Context: an optimization exercise on an open-source flow, tuned for small area, a short achievable clock period and few clock cycles per item. The choices shown serve that exercise and are no tape-out recipe.
RTL that was checked went through simulation tests only; none was proved equivalent to the original.
Function not checked in runs 1, 2 and 7: the RTL went through the layout flow alone.

===== run.sh =====
#!/bin/bash
# synth_recipe.tcl (not shown) runs the flow's synth.tcl, then flattens the netlist and writes it again
# the make line also repeats each setting of config.mk as NAME=value (left out here)
make -C /OpenROAD-flow-scripts/flow DESIGN_CONFIG=/design/flow/config.mk WORK_HOME=/design/flow/orfs CLKGATE_MAP_FILE= SYNTH_SCRIPT=/design/flow/synth_recipe.tcl finish

===== config.mk =====
export PLATFORM = sky130hd
export DESIGN_NAME = cordic_sqrt_seq
export DESIGN_NICKNAME = cordic_sqrt_seq
export VERILOG_FILES = /design/flow/design.v
export SDC_FILE = /design/flow/constraint.sdc
export NUM_CORES = 4
export LEC_CHECK = 0
export CAP_MARGIN = 20
export CORE_MARGIN = 2
export CORE_UTILIZATION = 40
export SETUP_SLACK_MARGIN = 2.3
export SLEW_MARGIN = 20

===== constraint.sdc =====
create_clock -name core_clock -period 6.0 [get_ports {clk}]
set_input_delay 1.2000 -clock core_clock [delete_from_list [all_inputs] [get_ports {clk}]]
set_output_delay 1.2000 -clock core_clock [all_outputs]
set_load 0.01 [all_outputs]

===== design.v =====
module mult(
 clk,
 rstx,
 mcand_is_signed,
 mlier_is_signed,
 start,
 mcand,
 mlier,
 prod,
 busy
);
parameter BW_CNT = 3,    
          BW_MCAND = 3,
          BW_MLIER = 4;
input                          clk;
input                          rstx;
input                          mcand_is_signed;
input                          mlier_is_signed;
input                          start;
input           [BW_MCAND-1:0] mcand;
input           [BW_MLIER-1:0] mlier;
output [BW_MCAND+BW_MLIER-1:0] prod;
output                         busy;
reg [BW_CNT-1:0] cnt;
wire cnt_eq_0 = (cnt == {BW_CNT{1'b0}});
always @(posedge clk or negedge rstx)
  if (~rstx)         cnt <= {BW_CNT{1'b0}};
  else if (start)    cnt <= BW_MLIER;
  else if (cnt_eq_0) cnt <= {BW_CNT{1'b0}};
  else               cnt <= cnt - {{(BW_CNT-1){1'b0}}, 1'd1};
wire cnt_eq_1 = (cnt == {{(BW_CNT-1){1'b0}}, 1'd1});
assign busy = ~cnt_eq_0;
wire last_stage_1 = cnt_eq_1 & mlier_is_signed;
reg [BW_MCAND+BW_MLIER-1:0] prod;
wire [BW_MCAND-1:0] prod1 = (prod[0] ? mcand : {BW_MCAND{1'b0}});
wire [BW_MCAND:0] sum = {   cnt_eq_1
                          ? mcand_is_signed | mlier_is_signed
                          : 1'b0
                        , prod[BW_MCAND+BW_MLIER-1:BW_MLIER] }
                      + { 1'b0
                        ,   {BW_MCAND{last_stage_1}}
                          ^ { prod1[BW_MCAND-1] ^ mcand_is_signed
                            , prod1[BW_MCAND-2:0] } }
                      + {{BW_MCAND{1'b0}}, last_stage_1};
always @(posedge clk or negedge rstx)
  if (~rstx)          prod <= {(BW_MCAND+BW_MLIER){1'b0}};
  else if (start)     prod <= {mcand_is_signed, {(BW_MCAND-1){1'b0}}, mlier};
  else if (~cnt_eq_0) prod <= {sum, prod[BW_MLIER-1:1]};
endmodule
module cordic_sqrt_seq (
 input         rstx,
 input         clk,
 input         start,
 input  [15:0] din,
 output        busy,
 output [15:0] dout
);
reg  [4:0] cnt;
wire       pre  = (din[15:13] != 3'd0);
wire [4:0] ncnt = start ? {3'd0, pre, ~pre} :
                  ((cnt == 5'd17) || (cnt == 5'd0)) ? 5'd0 : cnt + 5'd1;
always @(posedge clk or negedge rstx)
  if (!rstx) cnt <= 5'd0;
  else       cnt <= ncnt;
assign busy = (cnt != 5'd0);
reg [7:0] selx_n;   
reg [7:0] sely_n;   
reg       mm_n;     
reg       cord_n;   
reg       yx_n;     
always @(*) begin
  sely_n = 8'b00000001;
  case (ncnt)
  5'd1: sely_n = 8'b00000001;
  5'd2: sely_n = 8'b00000010;
  5'd3: sely_n = 8'b00000100;
  5'd4: sely_n = 8'b00001000;
  5'd5: sely_n = 8'b00001000;
  5'd6: sely_n = 8'b00010000;
  5'd7: sely_n = 8'b00100000;
  5'd8: sely_n = 8'b01000000;
  5'd9: sely_n = 8'b10000000;
  default: sely_n = 8'b00000001;
  endcase
  mm_n = 1'b0;
  case (ncnt)
  5'd10: begin selx_n = 8'b00000001; mm_n = 1'b0; end
  5'd11: begin selx_n = 8'b00000100; mm_n = 1'b1; end
  5'd12: begin selx_n = 8'b00001000; mm_n = 1'b1; end
  5'd13: begin selx_n = 8'b00000100; mm_n = 1'b0; end
  5'd14: begin selx_n = 8'b00000010; mm_n = 1'b0; end
  5'd15: begin selx_n = 8'b00000010; mm_n = 1'b1; end
  5'd16: begin selx_n = 8'b00000010; mm_n = 1'b1; end
  5'd17: begin selx_n = 8'b00000010; mm_n = 1'b0; end
  default: selx_n = sely_n;
  endcase
  cord_n = (ncnt != 5'd0) && (ncnt <= 5'd9);
  yx_n   = (ncnt >= 5'd9);
end
reg [7:0] selx, sely;
reg       cord, yx, rnd;
always @(posedge clk) begin
  selx <= selx_n;
  sely <= sely_n;
  cord <= cord_n;
  yx   <= yx_n;
  rnd  <= (ncnt == 5'd11);
end
reg  [20:0] X;
reg  [20:0] Y;
wire [28:0] yext = {{8{Y[20]}}, Y};
wire [28:0] xext = {8'd0, X};
reg  [20:0] ysh, xsh;
integer i, k;
always @(*) begin
  for (i = 0; i < 21; i = i + 1) begin
    ysh[i] = 1'b0;
    xsh[i] = 1'b0;
    for (k = 0; k < 8; k = k + 1) begin
      ysh[i] = ysh[i] | (selx[k] & yext[i + k + 1]);
      xsh[i] = xsh[i] | (sely[k] & xext[i + k + 1]);
    end
  end
  ysh[18] = ysh[18] | rnd;
end
reg         mx, cx, my;
wire [20:0] xsum, ysum;
pfx_add #(.W(21)) u_xadd (.a(X), .b(ysh ^ {21{mx}}), .ci(cx), .s(xsum));
pfx_add #(.W(21)) u_yadd (.a(Y), .b(xsh ^ {21{my}}), .ci(my), .s(ysum));
wire [17:0] dx = pre ? {2'd0, din} + 18'h06000 : {1'b0, din, 1'b0} + 18'h04000;
wire [17:0] dy = pre ? {2'd0, din} - 18'h06000 : {1'b0, din, 1'b0} - 18'h04000;
wire [20:0] x0 = {dx, 3'd0};
wire [20:0] y0 = {dy[17], dy, 3'd0};
wire        ny_pos = start ? ~y0[20] : busy ? ~(yx ? xsum[20] : ysum[20]) : ~Y[20];
always @(posedge clk) begin
  mx <= cord_n ? ny_pos : mm_n;
  cx <= cord_n & ny_pos;
  my <= ny_pos;
end
always @(posedge clk)
  if (start) begin
    X <= x0;
    Y <= y0;
  end else if (busy) begin
    if (cord) X <= xsum;
    Y <= yx ? xsum : ysum;
  end
assign dout = Y[19:4];
endmodule
module pfx_add #(parameter W = 21) (
 input  [W-1:0] a,
 input  [W-1:0] b,
 input          ci,
 output [W-1:0] s
);
wire [W-1:0] p0 = a ^ b;
reg  [W:0]   g, p, gn, pn;
integer i, d;
always @(*) begin
  g = {a & b, ci};
  p = {p0, 1'b0};
  for (d = 1; d < W + 1; d = d * 2) begin
    gn = g;
    pn = p;
    for (i = d; i < W + 1; i = i + 1) begin
      gn[i] = g[i] | (p[i] & g[i - d]);
      pn[i] = p[i] & p[i - d];
    end
    g = gn;
    p = pn;
  end
end
assign s = p0 ^ g[W-1:0];
endmodule

==> results of run 1 <==
[worst paths after layout]
| path | from | to | slack (ns) | cells after the start |
|---|---|---|---|---|
| hold reg to reg | Y[0]$_SDFFE_PP0N_ | Y[0]$_SDFFE_PP0N_ | 0.50 | 2 |
| setup reg to reg | selx[6]$_DFF_P_ | Y[20]$_DFFE_PP_ | 2.25 | 14 |
| min in group asynchronous | rstx | cnt[3]$_DFF_PN0_ | 1.06 | 1 |
| setup / recovery | selx[6]$_DFF_P_ | Y[20]$_DFFE_PP_ | 2.25 | 14 |
| max in group asynchronous | rstx | cnt[1]$_DFF_PN0_ | 4.75 | 1 |
| hold / removal | Y[0]$_SDFFE_PP0N_ | Y[0]$_SDFFE_PP0N_ | 0.50 | 2 |
[metal layers]
layer  up-vias  share of wire
li1       3486              -
met1      3647           0.42
met2       443           0.45
met3        63          0.094
met4         0          0.037
met5         -              0
[per-stage QoR]
| step | std cells | hold slack (ns) |
|---|---|---|
| final | 1168 | 0.497 |
| after global routing | 1168 | 0.535 |
| after CTS | 1128 | 0.490 |
| after detailed placement | 1079 | 0.479 |
| after global placement | 1079 | 0.474 |
| after floorplan | 901 | 0.446 |
[timing repair]
| item | in CTS | in global routing |
|---|---|---|
| resized for setup | 28 | 58 |
| endpoints found under the hold margin | 0 | 0 |
| pin swaps | 4 | 25 |
| setup endpoints to repair | 41 | 30 |
| setup buffers | 33 | 40 |
[cells in the final DEF (no fill, tap or decap), types with 5 or more instances in the layout]
cell type        synthesis  layout
dfxtp_2                  0      11
xnor2_1                 42      40
o21ai_0                 46      38
o211ai_1                10      10
ha_1                    46      40
o21a_1                   8       8
a21oi_1                 56      50
nand4_1                 27      27
a21o_1                  19      19
inv_1                   22      20
o21bai_1                 5       5
nand3_1                 19      19
nor2b_1                 10       8
nand2_1                 91      88
a221o_1                  5       5
a222oi_1                 6       6
nor2_1                  42      41
nor3_1                  14      13
o21ai_1                  1       8
buf_4                   17      76
ha_2                     0       6
dfrtp_1                  5       5
mux2i_1                  6       6
a31oi_1                  8       6
clkbuf_16                0       9
edfxtp_1                36      36
a22oi_1                115     115
a21oi_2                  0       6
nand2b_1                 9       9
o22ai_1                  7       6
dfxtp_1                 28      13
clkdlybuf4s50_1          0      35
or3_1                    8       8
xor2_1                  31      30
[area by class of cell]
cell class	instances	area, um^2	area share
multi-input combinational	716	5180	0.601
inverter	23	93.8	0.0109
clock inverter	7	61.3	0.00712
clock buffer	9	225	0.0262
tap	229	287	0.0333
sequential	69	1800	0.209
timing repair buffer	115	970	0.113
[critical path, cell delays in order (launching register included)]
cell	delay, ns
dfxtp_2	0.32
buf_8	0.14
or4_4	0.54
or4_4	0.46
a221oi_2	0.26
xnor2_1	0.11
ha_2	0.41
nand4_1	0.17
nor3_2	0.23
a21oi_1	0.10
o211ai_1	0.11
a21oi_2	0.08
xnor2_2	0.27
o21ai_2	0.08
or2_1	0.21
[sequential cells by signal, indices dropped and copies added (netlist names)]
register and flops:
cord 1, cnt 5, Y 21, yx 1
sely 8, cx 1, mx 1, X 21
selx 8, rnd 1, my 1
[logic make-up after synthesis]
kind of cell    count (synthesis)  share of synthesized area
buf+inv                       116                     0.0703
compound gates                337                      0.327
fa+ha+maj                      48                     0.0840
xor+xnor                       74                     0.0910
mux                            10                     0.0146
flops                          69                      0.245
simple gates                  247                      0.168
==> flow_summary_export.csv, run 1 <==
group,metric,value,unit
outcome,status,"timing/DRC/antenna clean",
clocking,cts_sinks,69,
clocking,clkLatencyLatePin,0.36,ns
yosys,ys_types,73,
sta,worst_slew_margin_rel,0.282,
floorplanning,die_h,138,um
floorplanning,ioPinCount,36,
placed_design,hpwl,18500,um
yosys,netlist_instances,901,
sta,finalWorstSetupSlack,2.25,ns
yosys,async_flop_share,0.0725,
floorplanning,rows,49,
global_routing,grt_pass1_wl,40500,um
placed_design,io_buffer_count,35,
route,routed_wl,27300,um
worst_setup_path,setup.worst_path.class,"reg2reg",
global_routing,grt_usage,0.270,
yosys,ys_seq_area_frac,0.245,
route,wire_per_inst,23.4,um
sta,slew_viol_final,0,
clocking,cts_buffer_depth,2,
sta,finalHoldViolCount,0,
layout,area_growth,19.4,%
global_routing,grt_max_degree,22,
yosys,synth_edf_count,36,
yosys,synth-seq-cells,69,
route,ant_nets,0,
clocking,cts_tree,"yes",
worst_setup_path,critPathCaptureType,"flop",
sta,rsz0062_at_grt,"yes",
sta,min_period,3.75,ns
sta,timing.final.crit_share,0.626,
worst_setup_path,cp_data_arrival_time,3.87,ns
global_routing,antenna_found_initial,0,
layout,design_area,8610,um^2
sta,setup_tns,0,ns
yosys,synth_top_area_frac,0.150,
yosys,ys_warn_count,2,
floorplanning,start_util,0.404,
yosys,netlist_top_cells_count,"115 x a22oi_1, 91 x nand2_1, 56 x a21oi_1",
route,viasPerCell,6.54,
yosys,yosysMostFrequentCell,"a22oi_1",
global_routing,first_global_vias,6919,
sta,tightest_slew,1.07,ns
floorplanning,core_area,17800,um^2
global_routing,gr-usage-met1,0.381,
yosys,syn_area_per_cell,8.00,um^2
floorplanning,fp.dieW,138,um
clocking,cts_root_buf,"clkbuf_16",
worst_setup_path,critPathMaxFanout,8,
route,drc,0,
sta,clock_skew,0.00820,ns
layout,final_util,0.483,
placed_design,place.gp.congestion,0.935,
layout,nets,1000,
yosys,netlist_area,7210,um^2
clocking,clkTransAtPathRegs,0.07,ns
floorplanning,dieArea,19100,um^2
sta,setup_violations,0,
route,firstDrtPassIters,6,
worst_hold_path,hold_path_class,"reg2reg",
sta,max_freq,0.266,GHz
yosys,synth_top_flop_cell,"edfxtp_1",
global_routing,globalRouteMet3Util,0.0582,
global_routing,overflow,0,
worst_setup_path,crit_required,6.11,ns
yosys,synth_top_area_cell,"edfxtp_1",
layout,layout-drive-gt1-share,0.180,
clocking,cts_max_level,3,
clocking,cts.hold.buffers_added,0,
placed_design,dpl_cell_area,7480,um^2
placed_design,pre_cts_ws,1.50,ns
global_routing,grt.met2_usage,0.410,
layout,nFillCells,1750,
route,drt-initial-drc-count,1167,
clocking,cts_buffers,9,
layout,antenna_cells,0,
yosys,synth_nets,967,
yosys,synth_area_leaders,"edfxtp_1 15%, a22oi_1 12%, ha_1 8.0%",
flow_run,cap_violations,0,
global_routing,busiest_layer,"met2",
worst_setup_path,critical_path.startpoint_type,"flop",
route,vias,7639,
==> inputs of run 2 (changes only) <==
==> flow/run.sh (new file) <==
#!/bin/bash
# Standard layout, with the port buffers made of buf_1 cells instead of the default.
set -euo pipefail
bash standard.sh "BUFFER_PORTS_ARGS=-buffer_cell sky130_fd_sc_hd__buf_1" finish > standard_flow.log 2>&1
==> standard.sh (new file) <==
#!/bin/bash
# synth_recipe.tcl (not shown) runs the flow's synth.tcl, then flattens the netlist and writes it again
# the make line also repeats each setting of config.mk as NAME=value (left out here)
make -C /OpenROAD-flow-scripts/flow DESIGN_CONFIG=/design/flow/config.mk WORK_HOME=/design/flow/orfs CLKGATE_MAP_FILE= SYNTH_SCRIPT=/design/flow/synth_recipe.tcl "${@:-finish}"
--- a/config.mk
+++ b/config.mk
@@ -8,5 +8,6 @@
 export CAP_MARGIN = 20
 export CORE_MARGIN = 2
 export CORE_UTILIZATION = 40
-export SETUP_SLACK_MARGIN = 2.3
+export CTS_BUF_LIST = sky130_fd_sc_hd__clkbuf_8
+export SETUP_SLACK_MARGIN = 2.2
 export SLEW_MARGIN = 20
removed: run.sh
==> run 2 against run 1 <==
  * First-iteration DRC count fell by 12%
  * Maximum frequency rose by 0.24%
  * Critical endpoint is now Y[19]$_DFFE_PP_
  * Clock skew rose by 0.0082 ns
  * Synthesized cell count did not move
  * Still clean on timing, DRC and antenna
  * Non-clock buffer count fell by 23
  * Final cell count fell by 2.0%
  * Critical path type unchanged
  * Via count fell by 3.1%
  * Flip-flop and latch count did not move
==> flow_summary_export.csv, run 2 <==
group,metric,value,unit
yosys,synth_compound_area_frac,0.327,
sta,setup_tns,0,ns
yosys,ys_warn_count,2,
clocking,clkLatencyLatePin,0.40,ns
yosys,synth_fa_ha_area_frac,0.0840,
global_routing,antenna_found_initial,0,
global_routing,first_global_vias,6662,
sta,clock_skew,0.0164,ns
sta,slew_viol_final,0,
placed_design,place.gp.congestion,0.981,
sta,tightest_slew,1.08,ns
sta,finalHoldViolCount,0,
floorplanning,fp.dieW,138,um
placed_design,dpl_cell_area,7260,um^2
worst_hold_path,hold_path_class,"reg2reg",
floorplanning,ioPinCount,36,
yosys,synth_area_leaders,"edfxtp_1 15%, a22oi_1 12%, ha_1 8.0%",
worst_setup_path,critical_path.startpoint_type,"flop",
placed_design,hpwl,18500,um
global_routing,grt_usage,0.258,
global_routing,overflow,0,
yosys,syn_area_per_cell,8.00,um^2
route,drc,0,
layout,area_growth,10.5,%
yosys,synthMuxAreaShare,0.0146,
yosys,synth_top_area_cell,"edfxtp_1",
clocking,cts_buffers,9,
route,firstDrtPassIters,6,
layout,finalNonFillerCells,1145,
route,viasPerCell,6.46,
worst_setup_path,critPathMaxFanout,20,
layout,design_area,7960,um^2
sta,min_period,3.74,ns
clocking,cts_tree,"yes",
layout,final_common_cell,"a22oi_1",
yosys,netlist_area,7210,um^2
floorplanning,start_util,0.404,
sta,worst_slew_margin_rel,0.275,
yosys,ys_types,73,
route,wire_per_inst,22.4,um
yosys,synth_edf_count,36,
placed_design,io_buffer_count,35,
yosys,yosys.area_share.simple,0.168,
global_routing,grt_pass1_wl,38800,um
layout,biggestRegsByFlops,"X (21), Y (21)",
clocking,cts_sinks,69,
yosys,synth_top_area_frac,0.150,
floorplanning,core_area,17800,um^2
floorplanning,die_h,138,um
global_routing,grt_max_degree,24,
sta,rsz0062_at_grt,"yes",
worst_setup_path,cp_data_arrival_time,3.86,ns
route,routed_wl,25700,um
yosys,netlist_instances,901,
yosys,ys_seq_area_frac,0.245,
worst_setup_path,crit_required,6.12,ns
yosys,synth_top_flop_cell,"edfxtp_1",
clocking,cts_root_buf,"clkbuf_8",
worst_setup_path,critPathCaptureType,"flop",
outcome,status,"timing/DRC/antenna clean",
layout,layout-drive-gt1-share,0.128,
layout,nets,977,
flow_run,cap_violations,0,
layout,mostFrequentLayoutCells,"115 x a22oi_1, 90 x nand2_1, 55 x buf_4, 54 x a21oi_1, 46 x ha_1",
yosys,yosysMostFrequentCell,"a22oi_1",
route,drt-initial-drc-count,1031,
clocking,cts_max_level,3,
yosys,synth-seq-cells,69,
route,vias,7402,
clocking,cts_buffer_depth,2,
yosys,synth_nets,967,
yosys,synth_xor_area_frac,0.0910,
yosys,synth_top_family_by_area,"compound AO/OA/AOI/OAI gates",
yosys,netlist_top_cells_count,"115 x a22oi_1, 91 x nand2_1, 56 x a21oi_1",
clocking,clkTransAtPathRegs,0.09,ns
floorplanning,rows,49,
sta,setup_violations,0,
route,ant_nets,0,
floorplanning,dieArea,19100,um^2
sta,timing.final.crit_share,0.624,
yosys,async_flop_share,0.0725,
sta,max_freq,0.267,GHz
layout,antenna_cells,0,
placed_design,post-place-cells,1079,
worst_setup_path,setup.worst_path.class,"reg2reg",
[run 2: cell counts after synthesis]
No cell type changed its count.
[run 2: cells by family (layout without fill, tap and decap cells)]
group	Yosys count	count (layout)
XOR/XNOR	74	74
adder cells (fa/ha/maj)	48	48
multiplexers	10	10
AO/OA/AOI/OAI	337	337
flip-flops	69	69
buffers and inverters	116	131
AND/OR/NAND/NOR	247	247
[run 2: cell type report]
cell class                      instances  area (um^2)
Fill cell                            1778         9880
Timing Repair Buffer                   92          557
Clock buffer                            9          124
Multi-Input combinational cell        716         5010
Tap cell                              229          287
Sequential cell                        69         1790
Clock inverter                          7          104
Inverter                               23         86.3
[run 2: final timing paths]
kind | slack (ns) | start | cells after the start | end
max | 2.26 | selx[0]$_DFF_P_ | 13 | Y[19]$_DFFE_PP_
max reg2reg | 2.26 | selx[0]$_DFF_P_ | 13 | Y[19]$_DFFE_PP_
min | 0.49 | Y[0]$_SDFFE_PP0N_ | 2 | Y[0]$_SDFFE_PP0N_
max in group asynchronous | 5.17 | rstx | 1 | cnt[4]$_DFF_PN0_
min reg2reg | 0.49 | Y[0]$_SDFFE_PP0N_ | 2 | Y[0]$_SDFFE_PP0N_
min in group asynchronous | 0.63 | rstx | 1 | cnt[0]$_DFF_PN0_
[run 2: metal layers]
metal | part of all wire | track usage | up-vias
li1 | - | - | 3436
met1 | 0.41 | 0.347 | 3463
met2 | 0.45 | 0.401 | 427
met3 | 0.089 | 0.0450 | 76
met4 | 0.049 | 0.129 | 0
met5 | 0 | 0 | -
[run 2: worst max-delay path, stage by stage, from the launching register on]
cell and delay, ns:
dfxtp_2 0.66, a22oi_1 0.20, nand4_1 0.14, xor2_1 0.23
inv_1 0.09, fa_1 0.40, nor2b_1 0.16, o31a_1 0.18
o31a_1 0.30, a31oi_4 0.17, o311ai_0 0.41, a21oi_1 0.14
xor2_1 0.24, o221ai_1 0.14
[run 2: what timing repair did]
item,CTS,global route
gates resized for setup,12,24
pin swaps,1,7
gates cloned,0,0
setup buffers,0,50
hold buffers,0,0
setup endpoints to repair,15,21
[run 2: through the flow]
stage               setup WS [ns]  hold WS [ns]  utilization
floorplan                    2.45         0.446            -
global placement             1.86         0.468        0.407
CTS                          2.21         0.495        0.421
global route                 2.06         0.524        0.446
detailed placement           1.90         0.478        0.407
finish                       2.26         0.487        0.446
==> inputs of run 3 (changes only) <==
--- a/design.v
+++ b/design.v
@@ -56,8 +56,7 @@
  output [15:0] dout
 );
 reg  [4:0] cnt;
-wire       pre  = (din[15:13] != 3'd0);
-wire [4:0] ncnt = start ? {3'd0, pre, ~pre} :
+wire [4:0] ncnt = start ? 5'd1 :
                   ((cnt == 5'd17) || (cnt == 5'd0)) ? 5'd0 : cnt + 5'd1;
 always @(posedge clk or negedge rstx)
   if (!rstx) cnt <= 5'd0;
@@ -127,10 +126,8 @@
 wire [20:0] xsum, ysum;
 pfx_add #(.W(21)) u_xadd (.a(X), .b(ysh ^ {21{mx}}), .ci(cx), .s(xsum));
 pfx_add #(.W(21)) u_yadd (.a(Y), .b(xsh ^ {21{my}}), .ci(my), .s(ysum));
-wire [17:0] dx = pre ? {2'd0, din} + 18'h06000 : {1'b0, din, 1'b0} + 18'h04000;
-wire [17:0] dy = pre ? {2'd0, din} - 18'h06000 : {1'b0, din, 1'b0} - 18'h04000;
-wire [20:0] x0 = {dx, 3'd0};
-wire [20:0] y0 = {dy[17], dy, 3'd0};
+wire [20:0] x0 = {{1'b0, din} + 17'h02000, 4'd0};
+wire [20:0] y0 = {{1'b0, din} - 17'h02000, 4'd0};
 wire        ny_pos = start ? ~y0[20] : busy ? ~(yx ? xsum[20] : ysum[20]) : ~Y[20];
 always @(posedge clk) begin
   mx <= cord_n ? ny_pos : mm_n;
@@ -155,16 +152,19 @@
 );
 wire [W-1:0] p0 = a ^ b;
 reg  [W:0]   g, p, gn, pn;
-integer i, d;
+integer i, d, j;
 always @(*) begin
   g = {a & b, ci};
   p = {p0, 1'b0};
   for (d = 1; d < W + 1; d = d * 2) begin
     gn = g;
     pn = p;
-    for (i = d; i < W + 1; i = i + 1) begin
-      gn[i] = g[i] | (p[i] & g[i - d]);
-      pn[i] = p[i] & p[i - d];
+    for (i = 0; i < W + 1; i = i + 1) begin
+      if ((i / d) % 2 == 1) begin
+        j = (i / d) * d - 1;
+        gn[i] = g[i] | (p[i] & g[j]);
+        pn[i] = p[i] & p[j];
+      end
     end
     g = gn;
     p = pn;
==> run 3 against run 2 <==
  * Still clean on timing, DRC and antenna
  * Worst setup slack improved by 0.14 ns
  * Clock-buffer cell count grew 1
  * Die area shrank 9.7%
  * Largest cell class unchanged
==> flow_summary_export.csv, run 3 <==
group,metric,value,unit
worst_setup_path,worst-path-buf-inv,0,
worst_setup_path,cp_slowest_cell,"edfxtp_1",
layout,nFillCells,1576,
floorplanning,fp.dieW,131,um
sta,setup_tns,0,ns
yosys,ys_types,67,
layout,mostFrequentLayoutCells,"118 x a22oi_1, 63 x nand2_1, 47 x xor2_1, 42 x ha_1, 36 x o21ai_0",
sta,finalWorstSetupSlack,2.39,ns
route,vias,6283,
outcome,status,"timing/DRC/antenna clean",
sta,min_period,3.61,ns
worst_setup_path,cp_data_arrival_time,3.74,ns
worst_setup_path,cp_common_cell,"nand2_1",
clocking,cts_buffer_depth,2,
worst_setup_path,worst-r2r-setup-slack,2.39,ns
layout,nets,826,
clocking,cts.hold.buffers_added,0,
worst_setup_path,setup.worst_path.class,"reg2reg",
layout,layout-drive-gt1-share,0.118,
yosys,synth_edf_count,34,
yosys,netlist_top_cells_count,"118 x a22oi_1, 64 x nand2_1, 49 x clkbuf_1",
worst_setup_path,critPathCaptureType,"flop",
yosys,synth_top_area_frac,0.157,
worst_setup_path,crit_family,"adder cells",
placed_design,io_buffer_count,35,
floorplanning,core_area,15900,um^2
worst_setup_path,path_depth,15,
global_routing,overflow,0,
floorplanning,ioPinCount,36,
route,firstDrtPassIters,7,
sta,rsz0062_at_grt,"no",
yosys,synth_top_area_cell,"edfxtp_1",
worst_setup_path,critPathMaxFanout,7,
sta,tightest_slew,0.942,ns
sta,max_freq,0.277,GHz
yosys,synth_top_flop_cell,"edfxtp_1",
yosys,netlist_area,6480,um^2
layout,design_area,7020,um^2
clocking,clkLatencyLatePin,0.38,ns
worst_hold_path,hold_path_depth,2,
sta,clock_skew,0.0170,ns
yosys,syn_area_per_cell,8.51,um^2
placed_design,dpl_cell_area,6520,um^2
placed_design,hpwl,15500,um
placed_design,place.gp.congestion,0.915,
floorplanning,start_util,0.408,
yosys,synth-seq-cells,69,
layout,multi_input_area,4320,um^2
global_routing,antenna_found_initial,0,
clocking,cts_root_buf,"clkbuf_8",
worst_setup_path,max_stage_delay,0.53,ns
layout,register_area,1770,um^2
route,drc,0,
clocking,cts_max_level,3,
route,drt-initial-drc-count,849,
route,routed_wl,21900,um
worst_setup_path,reg2reg_to,"Y[16]$_DFFE_PP_",
global_routing,first_global_vias,5970,
route,viasPerCell,6.44,
layout,area_growth,8.28,%
global_routing,grt_usage,0.251,
global_routing,grt_pass1_wl,34000,um
route,wire_per_inst,22.4,um
worst_hold_path,hold_end,"X[2]$_SDFFE_PP0P_",
layout,final_common_cell,"a22oi_1",
yosys,netlist_instances,762,
route,ant_nets,0,
layout,antenna_cells,0,
worst_hold_path,hold_path_class,"reg2reg",
clocking,cts_sinks,69,
global_routing,grt_max_degree,31,
yosys,yosysMostFrequentCell,"a22oi_1",
sta,setup_violations,0,
yosys,ys_seq_area_frac,0.269,
yosys,async_flop_share,0.0725,
flow_run,cap_violations,0,
floorplanning,die_h,131,um
worst_setup_path,critical_path.startpoint_type,"flop",
worst_setup_path,path_cells,"a22oi_1, nand4_1, xor2_1, ha_2, nand4_1, a211oi_1, mux2i_2, nand2_2, a31oi_2, fa_1, xnor2_1, nand2_1, o21ai_0, nand2_1, nand2_1",
yosys,synth_nets,833,
floorplanning,rows,46,
worst_setup_path,timing.rr.start,"X[15]$_DFFE_PP_",
clocking,cts_buffers,9,
clocking,cts_tree,"yes",
sta,worst_slew_margin_rel,0.372,
worst_setup_path,ff2ff_path_depth,15,
worst_hold_path,min_from,"X[2]$_SDFFE_PP0P_",
layout,biggestRegsByFlops,"X (21), Y (21)",
yosys,synth_area_leaders,"edfxtp_1 16%, a22oi_1 14%, dfxtp_1 9.3%",
placed_design,pre_cts_ws,1.88,ns
floorplanning,dieArea,17200,um^2
yosys,ys_warn_count,2,
sta,slew_viol_final,0,
clocking,clkTransAtPathRegs,0.08,ns
sta,finalHoldViolCount,0,
worst_setup_path,crit_required,6.13,ns
sta,timing.final.crit_share,0.602,
==> run 3: changes by cell type after synthesis, moves of 6 or more <==
cell	delta
a21o_1	-12
a21oi_1	-21
a31oi_1	-6
fa_1	+8
nand2_1	-27
nand3_1	-8
nor2_1	-10
nor3_1	-7
o21ai_0	-8
o22ai_1	-7
xnor2_1	-18
xor2_1	+17
==> run 3: timing repair <==
item,CTS,global route
endpoints found under the setup margin,18,19
pin swaps,0,2
hold endpoints to repair,0,0
resized for setup,12,17
setup buffers,5,25
==> run 3: how the worst max path moves through the flow <==
| stage | endpoint | slack, ns | from |
|---|---|---|---|
| 3_3_place_gp | Y[16]$_DFFE_PP_ | 1.96 | mx$_DFF_P_ |
| 4_1_cts | Y[16]$_DFFE_PP_ | 2.20 | selx[4]$_DFF_P_ |
| 3_5_place_dp | Y[16]$_DFFE_PP_ | 1.88 | mx$_DFF_P_ |
| 2_1_floorplan | Y[16]$_DFFE_PP_ | 2.24 | mx$_DFF_P_ |
| 5_1_grt | Y[16]$_DFFE_PP_ | 2.20 | Y[6]$_DFFE_PP_ |
| 6_report | Y[16]$_DFFE_PP_ | 2.39 | X[15]$_DFFE_PP_ |
==> run 3: layout make-up <==
| type | count | area share |
|---|---|---|
| Tap cell | 216 | 0.0385 |
| Multi-Input combinational cell | 584 | 0.615 |
| Clock inverter | 6 | 0.00873 |
| Clock buffer | 10 | 0.0196 |
| Sequential cell | 69 | 0.252 |
| Inverter | 22 | 0.0118 |
| Timing Repair Buffer | 69 | 0.0551 |
==> run 3: per-stage QoR <==
step,utilization,cells,hold slack (ns)
after floorplan,-,762,0.469
after global placement,0.410,930,0.505
after detailed placement,0.410,930,0.514
after CTS,0.427,951,0.525
after global routing,0.442,976,0.558
final,0.442,976,0.536
==> run 3: layer usage <==
metal  GRT usage  part of all wire  vias up
met4       0.102             0.027        0
met5           0                 0        -
met1       0.342              0.42     3035
met3      0.0440             0.092       42
li1            -                 -     2854
met2       0.394              0.46      352
==> run 3: kinds of logic after synthesis <==
group | count (synthesis) | synth area share
simple gates | 178 | 0.134
compound gates | 269 | 0.293
flops | 69 | 0.269
mux | 12 | 0.0191
fa+ha+maj | 52 | 0.111
xor+xnor | 73 | 0.0997
buf+inv | 109 | 0.0739
==> run 3: worst register-to-register path, cell delays in order (launching register included) <==
cell and delay (ns):
edfxtp_1 0.53, a22oi_1 0.25, nand4_1 0.14, xor2_1 0.18
ha_2 0.42, nand4_1 0.21, a211oi_1 0.33, mux2i_2 0.20
nand2_2 0.16, a31oi_2 0.13, fa_1 0.39, xnor2_1 0.14
nand2_1 0.07, o21ai_0 0.09, nand2_1 0.08, nand2_1 0.06
Testbench counts of run 3, summed over its fixed seeds: cycles 144,000, items 8,000.
==> inputs of run 4 (changes only) <==
--- a/config.mk
+++ b/config.mk
@@ -9,5 +9,5 @@
 export CORE_MARGIN = 2
 export CORE_UTILIZATION = 40
 export CTS_BUF_LIST = sky130_fd_sc_hd__clkbuf_8
-export SETUP_SLACK_MARGIN = 2.2
+export SETUP_SLACK_MARGIN = 2.5
 export SLEW_MARGIN = 20
==> run 4 against run 3 <==
  * Clock skew fell by 0.0022 ns
  * Non-clock buffer count grew 37
  * Area after synthesis unchanged
  * Synthesized cell count did not move
  * Worst setup slack improved by 0.042 ns
  * Flip-flop and latch count stayed put
  * First-iteration DRC count rose by 39%
  * Hold slack gained 0.049 ns
  * Maximum frequency rose by 1.2%
==> flow_summary_export.csv, run 4 <==
group,metric,value,unit
global_routing,grt_max_degree,31,
layout,nFillCells,1540,
floorplanning,fp.dieW,131,um
worst_setup_path,critPathMaxFanout,6,
yosys,netlist_top_cells_count,"118 x a22oi_1, 64 x nand2_1, 49 x clkbuf_1",
floorplanning,rows,46,
worst_setup_path,reg2reg_to,"Y[15]$_DFFE_PP_",
yosys,yosysMostFrequentCell,"a22oi_1",
worst_setup_path,timing.rr.start,"X[8]$_DFFE_PP_",
flow_run,cap_violations,0,
sta,tightest_slew,0.901,ns
worst_hold_path,hold_path_depth,2,
sta,finalHoldViolCount,0,
sta,clock_skew,0.0148,ns
worst_setup_path,setup.worst_path.class,"reg2reg",
sta,hold_ws,0.585,ns
placed_design,place.gp.congestion,0.960,
placed_design,io_buffer_count,35,
worst_hold_path,min_from,"X[2]$_SDFFE_PP0P_",
worst_setup_path,worst-path-buf-inv,1,
worst_setup_path,ff2ff_path_depth,14,
yosys,synth_nets,833,
placed_design,hpwl,15600,um
clocking,cts.hold.buffers_added,0,
worst_setup_path,worst-r2r-setup-slack,2.43,ns
clocking,cts_max_level,3,
floorplanning,dieArea,17200,um^2
clocking,clkTransAtPathRegs,0.08,ns
layout,final_common_cell,"a22oi_1",
global_routing,grt_usage,0.252,
worst_setup_path,cp_slowest_cell,"fa_2",
outcome,status,"timing/DRC/antenna clean",
clocking,cts_buffer_depth,2,
worst_setup_path,path_cells,"buf_6, a22oi_2, nand4_1, xor2_2, ha_1, nand4_1, a211oi_2, mux2i_2, nand2_2, a31oi_4, fa_2, nor2_1, a21oi_1, o21ai_1",
clocking,cts_tree,"yes",
sta,setup_tns,0,ns
global_routing,grt_pass1_wl,34200,um
floorplanning,die_h,131,um
route,wire_per_inst,22.6,um
worst_setup_path,critPathCaptureType,"flop",
yosys,ys_warn_count,2,
clocking,cts_root_buf,"clkbuf_8",
route,drc,0,
sta,rsz0062_at_grt,"yes",
layout,biggestRegsByFlops,"X (21), Y (21)",
yosys,synth-seq-cells,69,
clocking,cts_buffers,9,
worst_hold_path,hold_end,"X[2]$_SDFFE_PP0P_",
worst_setup_path,cp_data_arrival_time,3.69,ns
route,firstDrtPassIters,9,
route,drt-initial-drc-count,1180,
worst_setup_path,critical_path.startpoint_type,"flop",
layout,area_growth,16.6,%
layout,layout-drive-gt1-share,0.201,
worst_hold_path,hold_path_class,"reg2reg",
layout,antenna_cells,0,
sta,max_freq,0.280,GHz
sta,min_period,3.57,ns
yosys,netlist_instances,762,
worst_setup_path,max_stage_delay,0.56,ns
route,viasPerCell,6.55,
route,ant_nets,0,
clocking,clkLatencyLatePin,0.38,ns
worst_setup_path,crit_family,"adder cells",
floorplanning,start_util,0.408,
clocking,cts_sinks,69,
worst_setup_path,crit_required,6.13,ns
placed_design,pre_cts_ws,2.10,ns
layout,mostFrequentLayoutCells,"113 x a22oi_1, 67 x buf_4, 62 x nand2_1, 43 x xor2_1, 38 x ha_1",
yosys,netlist_area,6480,um^2
layout,nets,863,
global_routing,overflow,0,
worst_setup_path,startpoint,"X[8]$_DFFE_PP_",
yosys,synth_top_area_cell,"edfxtp_1",
sta,finalWorstSetupSlack,2.43,ns
global_routing,first_global_vias,6044,
yosys,ys_types,67,
route,vias,6638,
yosys,synth_top_area_frac,0.157,
sta,timing.final.crit_share,0.595,
yosys,synth_top_flop_cell,"edfxtp_1",
yosys,synth_edf_count,34,
sta,slew_viol_final,0,
global_routing,antenna_found_initial,0,
sta,setup_violations,0,
yosys,async_flop_share,0.0725,
worst_setup_path,cp_common_cell,"nand4_1",
yosys,ys_seq_area_frac,0.269,
yosys,synth_area_leaders,"edfxtp_1 16%, a22oi_1 14%, dfxtp_1 9.3%",
floorplanning,core_area,15900,um^2
route,routed_wl,22900,um
floorplanning,ioPinCount,36,
yosys,syn_area_per_cell,8.51,um^2
sta,worst_slew_margin_rel,0.399,
==> run 4: worst min-delay path: stages, from the launching register on <==
cell     delay, ns
dfxtp_1       0.37
nand2_1       0.08
o21ai_0       0.08
==> run 4: logic make-up after synthesis <==
group | share of synthesized area
AOI/OAI and AO/OA | 0.293
and+or+nand+nor | 0.134
buffers and inverters | 0.0739
xor gates and xnor gates | 0.0997
DFF | 0.269
adders and majority gates | 0.111
muxes | 0.0191
==> run 4: metrics by stage <==
step	cells	cell area, um^2	util
final	1013	7560	0.476
after global routing	1013	7560	0.476
after CTS	982	7080	0.446
after detailed placement	930	6530	0.411
after global placement	930	6530	0.411
after floorplan	762	6490	-
==> run 4: routing by layer <==
layer  vias up  GRT usage  share of wire
met2       448      0.399           0.46
met5         -          0              0
met4         0     0.0876          0.031
met3        66     0.0532           0.10
li1       2922          -              -
met1      3202      0.340           0.41
==> run 4: what timing repair did <==
action,in CTS,in global routing
setup buffers,36,31
resized for setup,30,51
setup endpoints to repair,23,23
pin swaps,6,35
==> run 4: final cells by class <==
type / instances / area [um^2] / share of cell area
clock inverters: 5 / 21.3 / 0.00281
flip-flops and latches: 69 / 1780 / 0.235
clock buffers: 11 / 151 / 0.0200
inverters: 22 / 82.6 / 0.0109
repair buffers: 106 / 682 / 0.0902
multi-input cells: 584 / 4580 / 0.605
well taps: 216 / 270 / 0.0357
==> run 4: how the worst max path moves through the flow <==
stage	endpoint	slack (ns)	depth (start not counted)
3_3_place_gp	Y[20]$_DFFE_PP_	2.13	10
4_1_cts	Y[16]$_DFFE_PP_	2.49	16
2_1_floorplan	Y[16]$_DFFE_PP_	2.56	15
5_1_grt	Y[15]$_DFFE_PP_	2.32	14
3_5_place_dp	Y[16]$_DFFE_PP_	2.10	13
6_report	Y[15]$_DFFE_PP_	2.43	14
==> inputs of run 5 (changes only) <==
--- a/config.mk
+++ b/config.mk
@@ -9,5 +9,5 @@
 export CORE_MARGIN = 2
 export CORE_UTILIZATION = 40
 export CTS_BUF_LIST = sky130_fd_sc_hd__clkbuf_8
-export SETUP_SLACK_MARGIN = 2.5
+export SETUP_SLACK_MARGIN = 2.0
 export SLEW_MARGIN = 20
==> run 5 against run 4 <==
  * Flip-flop and latch count unchanged
  * Global-route usage decreased by 0.29 points
  * Die area unchanged
  * Via count decreased by 6.2%
  * Maximum frequency decreased by 7.8%
  * Clock-buffer cell count decreased by 1
  * Utilization decreased by 4.6 points
==> flow_summary_export.csv, run 5 <==
group,metric,value,unit
worst_setup_path,cp_common_cell,"nand4_1",
global_routing,overflow,0,
sta,timing.final.crit_share,0.645,
yosys,netlist_instances,762,
yosys,netlist_top_cells_count,"118 x a22oi_1, 64 x nand2_1, 49 x clkbuf_1",
sta,slew_viol_final,0,
sta,finalHoldViolCount,0,
worst_setup_path,startpoint,"sely[5]$_DFF_P_",
route,drt-initial-drc-count,789,
sta,clock_skew,0.0185,ns
yosys,synth_area_leaders,"edfxtp_1 16%, a22oi_1 14%, dfxtp_1 9.3%",
layout,design_area,6830,um^2
placed_design,io_buffer_count,35,
sta,setup_tns,0,ns
clocking,clkTransAtPathRegs,0.08,ns
floorplanning,ioPinCount,36,
placed_design,dpl_cell_area,6520,um^2
flow_run,cap_violations,0,
yosys,ys_types,67,
sta,finalWorstSetupSlack,2.13,ns
floorplanning,dieArea,17200,um^2
yosys,netlist_area,6480,um^2
yosys,synth-seq-cells,69,
route,viasPerCell,6.51,
yosys,synth_top_area_cell,"edfxtp_1",
outcome,status,"timing/DRC/antenna clean",
worst_setup_path,critPathMaxFanout,15,
clocking,cts_buffer_depth,2,
sta,max_freq,0.258,GHz
global_routing,first_global_vias,5953,
yosys,ys_warn_count,2,
route,firstDrtPassIters,6,
yosys,synth_top_area_frac,0.157,
clocking,cts_max_level,3,
route,wire_per_inst,22.5,um
yosys,synth_edf_count,34,
worst_hold_path,hold_path_class,"reg2reg",
worst_setup_path,path_cells,"a22oi_1, nand4_1, xor2_1, ha_1, nand4_1, a211oi_1, mux2i_2, nand2_1, a31oi_1, fa_1, nor2_1, a21oi_1, o21ai_0",
layout,nets,806,
floorplanning,start_util,0.408,
yosys,ys_seq_area_frac,0.269,
yosys,yosysMostFrequentCell,"a22oi_1",
layout,biggestRegsByFlops,"X (21), Y (21)",
sta,min_period,3.87,ns
placed_design,pre_cts_ws,1.88,ns
layout,mostFrequentLayoutCells,"118 x a22oi_1, 64 x nand2_1, 48 x xor2_1, 43 x ha_1, 38 x o21ai_0",
sta,setup_violations,0,
layout,final_common_cell,"a22oi_1",
layout,final_util,0.430,
layout,nFillCells,1584,
route,ant_nets,0,
global_routing,grt_max_degree,31,
route,drc,0,
sta,tightest_slew,0.954,ns
floorplanning,fp.dieW,131,um
route,routed_wl,21500,um
clocking,cts_root_buf,"clkbuf_8",
clocking,cts_buffers,9,
yosys,syn_area_per_cell,8.51,um^2
layout,layout-drive-gt1-share,0.0797,
worst_setup_path,cp_data_arrival_time,4.09,ns
floorplanning,rows,46,
floorplanning,die_h,131,um
worst_setup_path,critPathCaptureType,"flop",
yosys,synth_nets,833,
worst_setup_path,cp_slowest_cell,"dfxtp_1",
yosys,async_flop_share,0.0725,
worst_setup_path,crit_required,6.22,ns
clocking,clkLatencyLatePin,0.38,ns
worst_setup_path,setup.worst_path.class,"reg2reg",
layout,area_growth,5.31,%
sta,rsz0062_at_grt,"no",
global_routing,grt_usage,0.249,
worst_setup_path,critical_path.startpoint_type,"flop",
worst_setup_path,timing.rr.start,"sely[5]$_DFF_P_",
floorplanning,core_area,15900,um^2
clocking,cts.hold.buffers_added,0,
worst_hold_path,min_from,"X[2]$_SDFFE_PP0P_",
yosys,synth_top_flop_cell,"edfxtp_1",
worst_setup_path,max_stage_delay,0.73,ns
global_routing,antenna_found_initial,0,
clocking,cts_sinks,69,
sta,worst_slew_margin_rel,0.364,
layout,antenna_cells,0,
placed_design,hpwl,15500,um
clocking,cts_tree,"yes",
global_routing,grt_pass1_wl,33800,um
route,vias,6224,
placed_design,place.gp.congestion,0.915,
==> run 5: changes by cell type in the layout (fill, tap and decap cells not counted), sizes merged <==
| cell | change |
|---|---|
| buf | -57 |
| bufinv | +1 |
| clkbuf | -1 |
| clkinv | -1 |
| clkinvlp | +1 |
==> run 5: cell families (layout without fill, tap and decap cells) <==
logic type,count (synthesis),after routing,synth area share
AO/OA/AOI/OAI,269,269,0.293
XOR/XNOR,73,73,0.0997
adder cells (fa/ha/maj),52,52,0.111
buffers and inverters,109,87,0.0739
flip-flops,69,69,0.269
multiplexers,12,12,0.0191
AND/OR/NAND/NOR,178,178,0.134
==> run 5: final timing paths <==
kind                                      to  slack [ns]  cells after the start
setup / recovery             Y[15]$_DFFE_PP_        2.13                     13
hold / removal             X[2]$_SDFFE_PP0P_        0.54                      2
setup reg to reg             Y[15]$_DFFE_PP_        2.13                     13
hold reg to reg            X[2]$_SDFFE_PP0P_        0.54                      2
max in group asynchronous   cnt[2]$_DFF_PN0_        5.14                      1
min in group asynchronous   cnt[1]$_DFF_PN0_        0.65                      1
==> run 5: final cells by class <==
class | instances | area, um^2 | share of cell area
multi-input cells | 584 | 4280 | 0.626
flip-flops and latches | 69 | 1760 | 0.258
well taps | 216 | 270 | 0.0396
repair buffers | 49 | 236 | 0.0346
clock buffers | 10 | 138 | 0.0202
inverters | 22 | 82.6 | 0.0121
clock inverters | 6 | 61.3 | 0.00898
==> run 5: worst max-delay path, delay by kind of cell, from the launching register on <==
family	cells	cell delay (ns)
flip-flops	1	0.73
AO/OA/AOI/OAI	5	0.80
XOR/XNOR	1	0.37
adder cells (fa/ha/maj)	2	0.81
multiplexers	1	0.35
AND/OR/NAND/NOR	4	0.64
==> run 5: routing by layer <==
layer	wire length (um)	share of wire	GRT usage	vias to the layer above
li1	-	-	-	2819
met1	9140	0.42	0.339	3024
met2	9870	0.46	0.392	339
met3	1930	0.090	0.0401	42
met4	600	0.028	0.103	0
met5	0	0	0	-
==> run 5: per-stage QoR <==
step,hold WS [ns],std cells
detailed placement,0.514,930
floorplan,0.469,762
global route,0.558,956
global placement,0.505,930
finish,0.539,956
CTS,0.525,946
==> run 5: timing repair <==
action	in CTS	in global routing
endpoints found under the setup margin	5	11
gates resized for setup	9	7
buffers inserted	0	10
==> inputs of run 6 (changes only) <==
--- a/config.mk
+++ b/config.mk
@@ -9,5 +9,5 @@
 export CORE_MARGIN = 2
 export CORE_UTILIZATION = 40
 export CTS_BUF_LIST = sky130_fd_sc_hd__clkbuf_8
-export SETUP_SLACK_MARGIN = 2.0
+export SETUP_SLACK_MARGIN = 2.3
 export SLEW_MARGIN = 20
==> run 6 against run 5 <==
  * Still clean
  * Register-to-register slack improved by 0.24 ns
  * Final cell count rose by 3.3%
  * Clock-buffer cell count did not move
  * Worst setup slack improved by 0.24 ns
  * Hold slack improved by 0.00089 ns
  * Area after synthesis did not move
  * Utilization rose by 2.2 points
  * Non-clock buffer count rose by 32
  * Flip-flop and latch count did not move
  * Critical path depth rose by 2
  * Critical path type unchanged
  * Critical endpoint is now Y[16]$_DFFE_PP_
  * Highest routed layer unchanged
==> flow_summary_export.csv, run 6 <==
group,metric,value,unit
sta,setup_violations,0,
route,wire_per_inst,22.5,um
worst_setup_path,crit_required,6.15,ns
layout,biggestRegsByFlops,"X (21), Y (21)",
worst_setup_path,cp_slowest_cell,"edfxtp_1",
clocking,cts_max_level,3,
yosys,ys_warn_count,2,
sta,timing.final.crit_share,0.606,
route,ant_nets,0,
yosys,async_flop_share,0.0725,
worst_setup_path,path_cells,"a22oi_1, nand4_1, xor2_1, ha_1, nand4_1, a211oi_2, mux2i_4, nand2_2, a31oi_2, fa_1, xnor2_1, nand2_1, o21ai_0, nand2_1, nand2_1",
global_routing,antenna_found_initial,0,
global_routing,first_global_vias,5988,
sta,rsz0062_at_grt,"yes",
layout,finalNonFillerCells,988,
route,firstDrtPassIters,9,
outcome,status,"timing/DRC/antenna clean",
floorplanning,core_area,15900,um^2
yosys,syn_area_per_cell,8.51,um^2
worst_hold_path,hold_path_class,"reg2reg",
sta,worst_slew_margin_rel,0.385,
yosys,synth_edf_count,34,
route,vias,6363,
global_routing,grt_usage,0.255,
yosys,synth_area_leaders,"edfxtp_1 16%, a22oi_1 14%, dfxtp_1 9.3%",
yosys,synth_top_area_frac,0.157,
global_routing,grt_max_degree,31,
sta,min_period,3.63,ns
yosys,netlist_instances,762,
worst_setup_path,crit_family,"adder cells",
clocking,cts_buffers,9,
yosys,synth_top_area_cell,"edfxtp_1",
route,routed_wl,22200,um
route,viasPerCell,6.44,
global_routing,overflow,0,
floorplanning,start_util,0.408,
sta,slew_viol_final,0,
floorplanning,die_h,131,um
yosys,ys_seq_area_frac,0.269,
worst_setup_path,worst-r2r-setup-slack,2.37,ns
worst_setup_path,startpoint,"X[15]$_DFFE_PP_",
flow_run,cap_violations,0,
clocking,clkLatencyLatePin,0.39,ns
floorplanning,ioPinCount,36,
layout,final_common_cell,"a22oi_1",
placed_design,io_buffer_count,35,
clocking,cts_buffer_depth,2,
sta,finalWorstSetupSlack,2.37,ns
yosys,yosysMostFrequentCell,"a22oi_1",
floorplanning,dieArea,17200,um^2
sta,tightest_slew,0.922,ns
layout,nets,838,
worst_setup_path,critical_path.startpoint_type,"flop",
yosys,synth_nets,833,
placed_design,hpwl,15600,um
route,drc,0,
worst_setup_path,max_stage_delay,0.53,ns
global_routing,grt_pass1_wl,34500,um
worst_hold_path,hold_path_depth,2,
layout,area_growth,10.6,%
placed_design,post-place-cells,930,
floorplanning,fp.dieW,131,um
yosys,synth-seq-cells,69,
yosys,netlist_top_cells_count,"118 x a22oi_1, 64 x nand2_1, 49 x clkbuf_1",
clocking,clkTransAtPathRegs,0.09,ns
worst_setup_path,cp_common_cell,"nand2_1",
floorplanning,rows,46,
worst_setup_path,cp_data_arrival_time,3.79,ns
worst_setup_path,critPathCaptureType,"flop",
placed_design,dpl_cell_area,6520,um^2
clocking,cts_tree,"yes",
layout,mostFrequentLayoutCells,"117 x a22oi_1, 63 x nand2_1, 47 x xor2_1, 46 x buf_4, 43 x ha_1",
worst_hold_path,min_from,"X[2]$_SDFFE_PP0P_",
clocking,cts_root_buf,"clkbuf_8",
layout,layout-drive-gt1-share,0.146,
clocking,cts_sinks,69,
sta,max_freq,0.275,GHz
worst_setup_path,critPathMaxFanout,6,
placed_design,place.gp.congestion,0.974,
worst_hold_path,hold_end,"X[2]$_SDFFE_PP0P_",
yosys,synth_top_flop_cell,"edfxtp_1",
placed_design,pre_cts_ws,1.80,ns
layout,antenna_cells,0,
sta,finalHoldViolCount,0,
worst_setup_path,setup.worst_path.class,"reg2reg",
worst_setup_path,ff2ff_path_depth,15,
route,drt-initial-drc-count,951,
worst_setup_path,worst-path-buf-inv,0,
worst_setup_path,reg2reg_to,"Y[16]$_DFFE_PP_",
sta,clock_skew,0.0147,ns
worst_setup_path,timing.rr.start,"X[15]$_DFFE_PP_",
layout,design_area,7170,um^2
yosys,netlist_area,6480,um^2
sta,setup_tns,0,ns
yosys,ys_types,67,
==> run 6: cell counts after synthesis <==
Identical to the previous run, type by type.
==> run 6: worst max path at each step <==
stage,to,slack (ns),depth (start not counted)
after floorplan,Y[16]$_DFFE_PP_,2.41,13
after global placement,Y[16]$_DFFE_PP_,1.93,11
after detailed placement,Y[16]$_DFFE_PP_,1.80,13
after CTS,Y[16]$_DFFE_PP_,2.30,15
after global routing,Y[15]$_DFFE_PP_,2.19,15
final,Y[16]$_DFFE_PP_,2.37,15
==> run 6: repair_timing <==
| action | in CTS | in global routing |
|---|---|---|
| hold buffers | 0 | 0 |
| resized for setup | 22 | 22 |
| endpoints found under the setup margin | 20 | 21 |
| buffers inserted | 17 | 25 |
| pin swaps | 0 | 15 |
==> run 6: layer usage <==
layer | vias up | part of all wire | GRT usage
met3 | 41 | 0.081 | 0.0451
li1 | 2871 | - | -
met4 | 0 | 0.019 | 0.0743
met1 | 3125 | 0.43 | 0.351
met2 | 326 | 0.47 | 0.412
met5 | - | 0 | 0
==> run 6: worst min-delay path: stages, from the launching register on <==
cell	delay (ns)
dfxtp_1	0.35
nand2_1	0.07
o21ai_0	0.07
==> run 6: per-stage QoR <==
step / utilization / hold WS, ns
2_1_floorplan: - / 0.469
5_1_grt: 0.451 / 0.564
6_report: 0.451 / 0.540
4_1_cts: 0.433 / 0.528
3_5_place_dp: 0.410 / 0.517
3_3_place_gp: 0.410 / 0.501
==> run 6: cells by family after synthesis <==
logic type,synth area share
AO/OA/AOI/OAI,0.293
XOR/XNOR,0.0997
adder cells (fa/ha/maj),0.111
buffers and inverters,0.0739
flip-flops,0.269
multiplexers,0.0191
AND/OR/NAND/NOR,0.134
==> run 6: layout make-up <==
type | instances | area (um^2)
fill | 1601 | 8710
tap | 216 | 270
inverter | 22 | 82.6
sequential | 69 | 1770
clock buffer | 10 | 138
clock inverter | 6 | 43.8
multi-input combinational | 584 | 4390
timing repair buffer | 81 | 477
==> inputs of run 7 (changes only) <==
--- a/design.v
+++ b/design.v
@@ -123,12 +123,13 @@
   ysh[18] = ysh[18] | rnd;
 end
 reg         mx, cx, my;
-wire [20:0] xsum, ysum;
+wire [20:0] xsum;
+wire [19:0] ysum;
 pfx_add #(.W(21)) u_xadd (.a(X), .b(ysh ^ {21{mx}}), .ci(cx), .s(xsum));
-pfx_add #(.W(21)) u_yadd (.a(Y), .b(xsh ^ {21{my}}), .ci(my), .s(ysum));
+pfx_add #(.W(20)) u_yadd (.a(Y[19:0]), .b(xsh[19:0] ^ {20{my}}), .ci(my), .s(ysum));
 wire [20:0] x0 = {{1'b0, din} + 17'h02000, 4'd0};
 wire [20:0] y0 = {{1'b0, din} - 17'h02000, 4'd0};
-wire        ny_pos = start ? ~y0[20] : busy ? ~(yx ? xsum[20] : ysum[20]) : ~Y[20];
+wire        ny_pos = start ? ~y0[20] : busy ? ~(yx ? xsum[20] : ysum[19]) : ~Y[20];
 always @(posedge clk) begin
   mx <= cord_n ? ny_pos : mm_n;
   cx <= cord_n & ny_pos;
@@ -140,7 +141,7 @@
     Y <= y0;
   end else if (busy) begin
     if (cord) X <= xsum;
-    Y <= yx ? xsum : ysum;
+    Y <= yx ? xsum : {ysum[19], ysum};
   end
 assign dout = Y[19:4];
 endmodule
--- a/config.mk
+++ b/config.mk
@@ -9,5 +9,5 @@
 export CORE_MARGIN = 2
 export CORE_UTILIZATION = 40
 export CTS_BUF_LIST = sky130_fd_sc_hd__clkbuf_8
-export SETUP_SLACK_MARGIN = 2.3
+export SETUP_SLACK_MARGIN = 2.2
 export SLEW_MARGIN = 20
==> run 7 against run 6 <==
  * Still clean
  * Clock-buffer cell count stayed put
  * Critical path type unchanged
  * Worst setup slack worse by 0.083 ns
  * Non-clock buffer count is 5 higher
  * First-iteration DRC count is 0.53% lower
  * Utilization is 0.21 points higher
  * Clock skew is 0.00087 ns lower
==> flow_summary_export.csv, run 7 <==
group,metric,value,unit
route,ant_nets,0,
worst_hold_path,hold_path_class,"reg2reg",
yosys,ys_types,67,
placed_design,place.gp.congestion,0.969,
sta,slew_viol_final,0,
sta,tightest_slew,1.04,ns
sta,timing.final.crit_share,0.619,
worst_setup_path,critPathCaptureType,"flop",
sta,worst_slew_margin_rel,0.302,
yosys,netlist_area,6400,um^2
placed_design,io_buffer_count,35,
placed_design,pre_cts_ws,1.59,ns
clocking,cts_sinks,69,
floorplanning,fp.dieW,131,um
yosys,synth_top_flop_cell,"edfxtp_1",
clocking,clkLatencyLatePin,0.39,ns
clocking,cts_tree,"yes",
placed_design,post-place-cells,923,
global_routing,grt_max_degree,25,
layout,design_area,7150,um^2
yosys,synth_edf_count,34,
layout,finalNonFillerCells,985,
sta,clock_skew,0.0138,ns
worst_setup_path,timing.rr.start,"Y[7]$_DFFE_PP_",
layout,final_common_cell,"a22oi_1",
clocking,cts_max_level,3,
yosys,synth_top_area_cell,"edfxtp_1",
yosys,synth_top_area_frac,0.159,
yosys,yosysMostFrequentCell,"a22oi_1",
route,viasPerCell,6.32,
worst_setup_path,setup.worst_path.class,"reg2reg",
worst_setup_path,worst-r2r-setup-slack,2.28,ns
route,drt-initial-drc-count,946,
placed_design,hpwl,15100,um
sta,setup_violations,0,
sta,finalWorstSetupSlack,2.28,ns
sta,max_freq,0.269,GHz
sta,finalHoldViolCount,0,
yosys,ys_seq_area_frac,0.273,
yosys,ys_warn_count,3,
global_routing,overflow,0,
outcome,status,"timing/DRC/antenna clean",
global_routing,antenna_found_initial,0,
clocking,clkTransAtPathRegs,0.08,ns
layout,layout-drive-gt1-share,0.148,
worst_setup_path,cp_data_arrival_time,3.83,ns
route,routed_wl,21800,um
yosys,synth-seq-cells,69,
layout,nFillCells,1554,
global_routing,first_global_vias,5760,
route,firstDrtPassIters,8,
floorplanning,die_h,131,um
clocking,cts_root_buf,"clkbuf_8",
yosys,synth_nets,819,
floorplanning,rows,46,
layout,mostFrequentLayoutCells,"109 x a22oi_1, 62 x nand2_1, 48 x xor2_1, 47 x buf_4, 41 x nor2_1",
worst_setup_path,critical_path.startpoint_type,"flop",
clocking,cts_buffer_depth,2,
floorplanning,start_util,0.406,
sta,min_period,3.72,ns
placed_design,dpl_cell_area,6450,um^2
sta,rsz0062_at_grt,"yes",
layout,area_growth,11.7,%
yosys,syn_area_per_cell,8.55,um^2
route,wire_per_inst,22.1,um
sta,setup_tns,0,ns
layout,nets,834,
yosys,netlist_instances,749,
yosys,async_flop_share,0.0725,
layout,antenna_cells,0,
flow_run,cap_violations,0,
worst_setup_path,crit_required,6.11,ns
floorplanning,dieArea,17000,um^2
global_routing,grt_usage,0.254,
route,drc,0,
global_routing,grt_pass1_wl,32700,um
yosys,synth_area_leaders,"edfxtp_1 16%, a22oi_1 13%, dfxtp_1 9.4%",
floorplanning,ioPinCount,36,
yosys,netlist_top_cells_count,"115 x a22oi_1, 62 x nand2_1, 51 x xor2_1",
layout,biggestRegsByFlops,"X (21), Y (21)",
worst_setup_path,startpoint,"Y[7]$_DFFE_PP_",
floorplanning,core_area,15800,um^2
worst_hold_path,min_from,"X[0]$_SDFFE_PP0P_",
clocking,cts_buffers,9,
route,vias,6227,
worst_setup_path,critPathMaxFanout,5,
## run 7: changes by cell type after synthesis, sizes merged, moves of 4 or more
cell    change
a211oi      -6
clkbuf      -8
inv         -4
mux2i       -4
nand2b      -5
nand3       +6
nor2        +9
nor3        +4
o31ai       -4
## run 7: path summary, 6_finish.rpt
path	depth (start not counted)	endpoint
setup / recovery	13	Y[18]$_DFFE_PP_
hold / removal	1	X[0]$_SDFFE_PP0P_
min in group asynchronous	1	cnt[4]$_DFF_PN0_
max in group asynchronous	1	cnt[3]$_DFF_PN0_
setup reg to reg	13	Y[18]$_DFFE_PP_
hold reg to reg	1	X[0]$_SDFFE_PP0P_
## run 7: cell families after synthesis
group,count (synthesis),synth area share
buffers and inverters,100,0.0721
xor gates and xnor gates,79,0.108
muxes,6,0.0102
and+or+nand+nor,185,0.139
adders and majority gates,51,0.110
DFF,69,0.273
AOI/OAI and AO/OA,259,0.288
## run 7: worst max-delay path: stages, from the launching register on
cell,delay [ns]
edfxtp_1,0.51
a22oi_1,0.23
nand4_1,0.17
xor2_2,0.20
ha_1,0.36
a211oi_4,0.30
o21ai_4,0.11
o31a_1,0.37
o211ai_1,0.29
o211ai_1,0.19
a21oi_1,0.21
xor2_1,0.23
o22ai_1,0.11
o21bai_1,0.18
## run 7: final cells by class
cell class	count	area [um^2]	area share
Sequential cell	69	1780	0.248
Timing Repair Buffer	86	529	0.0740
Multi-Input combinational cell	580	4350	0.608
Clock buffer	10	138	0.0192
Inverter	18	67.6	0.00945
Clock inverter	6	25.0	0.00350
Tap cell	216	270	0.0378
## run 7: metrics by stage
stage / hold slack, ns / utilization
floorplan: 0.463 / -
global placement: 0.505 / 0.409
detailed placement: 0.502 / 0.409
CTS: 0.521 / 0.428
global route: 0.540 / 0.454
finish: 0.525 / 0.454
## run 7: layer usage
| layer | vias to the layer above | part of all wire | wire [um] | global-route usage |
|---|---|---|---|---|
| li1 | 2831 | - | - | - |
| met1 | 2981 | 0.41 | 9000 | 0.335 |
| met2 | 358 | 0.46 | 9960 | 0.388 |
| met3 | 57 | 0.094 | 2050 | 0.0664 |
| met4 | 0 | 0.036 | 789 | 0.121 |
| met5 | - | 0 | 0 | 0 |
## run 7: what timing repair did
item,CTS,global route
gates resized for setup,15,41
pin swaps,0,19
hold endpoints to repair,0,0
hold buffers,0,0
buffers inserted,14,32
endpoints found under the setup margin,22,19

afterwards: timing with drivers on the ports:
The flow's constraints put no driver on any port. The routed layouts listed below were extracted and timed again, unchanged, in two steps.
Step 1, drivers: a clkbuf_16 drives clk and a buf_2 each remaining input, both assumed.
Step 2 moves the port delays by t, midway between the first and last clock arrival at a register: inputs arrive t later, outputs are due t later. That takes back most of the time a late clock gives input paths.
Three values: no drivers, after step 1, after step 2; two values: the first two.
run	t (ns)	slack for setup (ns)	worst setup path after step 2
run 1	0.398	2.246 / 2.246 / 2.086	input to register
run 2	0.427	2.255 / 2.255 / 2.162	input to register
run 3	0.413	2.391 / 2.391 / 2.391	register to register
run 4	0.409	2.432 / 2.432 / 2.374	input to register
run 5	0.413	2.130 / 2.130 / 2.130	register to register
run 6	0.418	2.367 / 2.367 / 2.367	register to register
run 7	0.419	2.284 / 2.284 / 2.128	input to register
After both steps setup and hold are still met in every run listed. For run 1, which loses most, drivers alone change the setup slack by 0.000 ns; drivers and shift together by -0.160 ns.
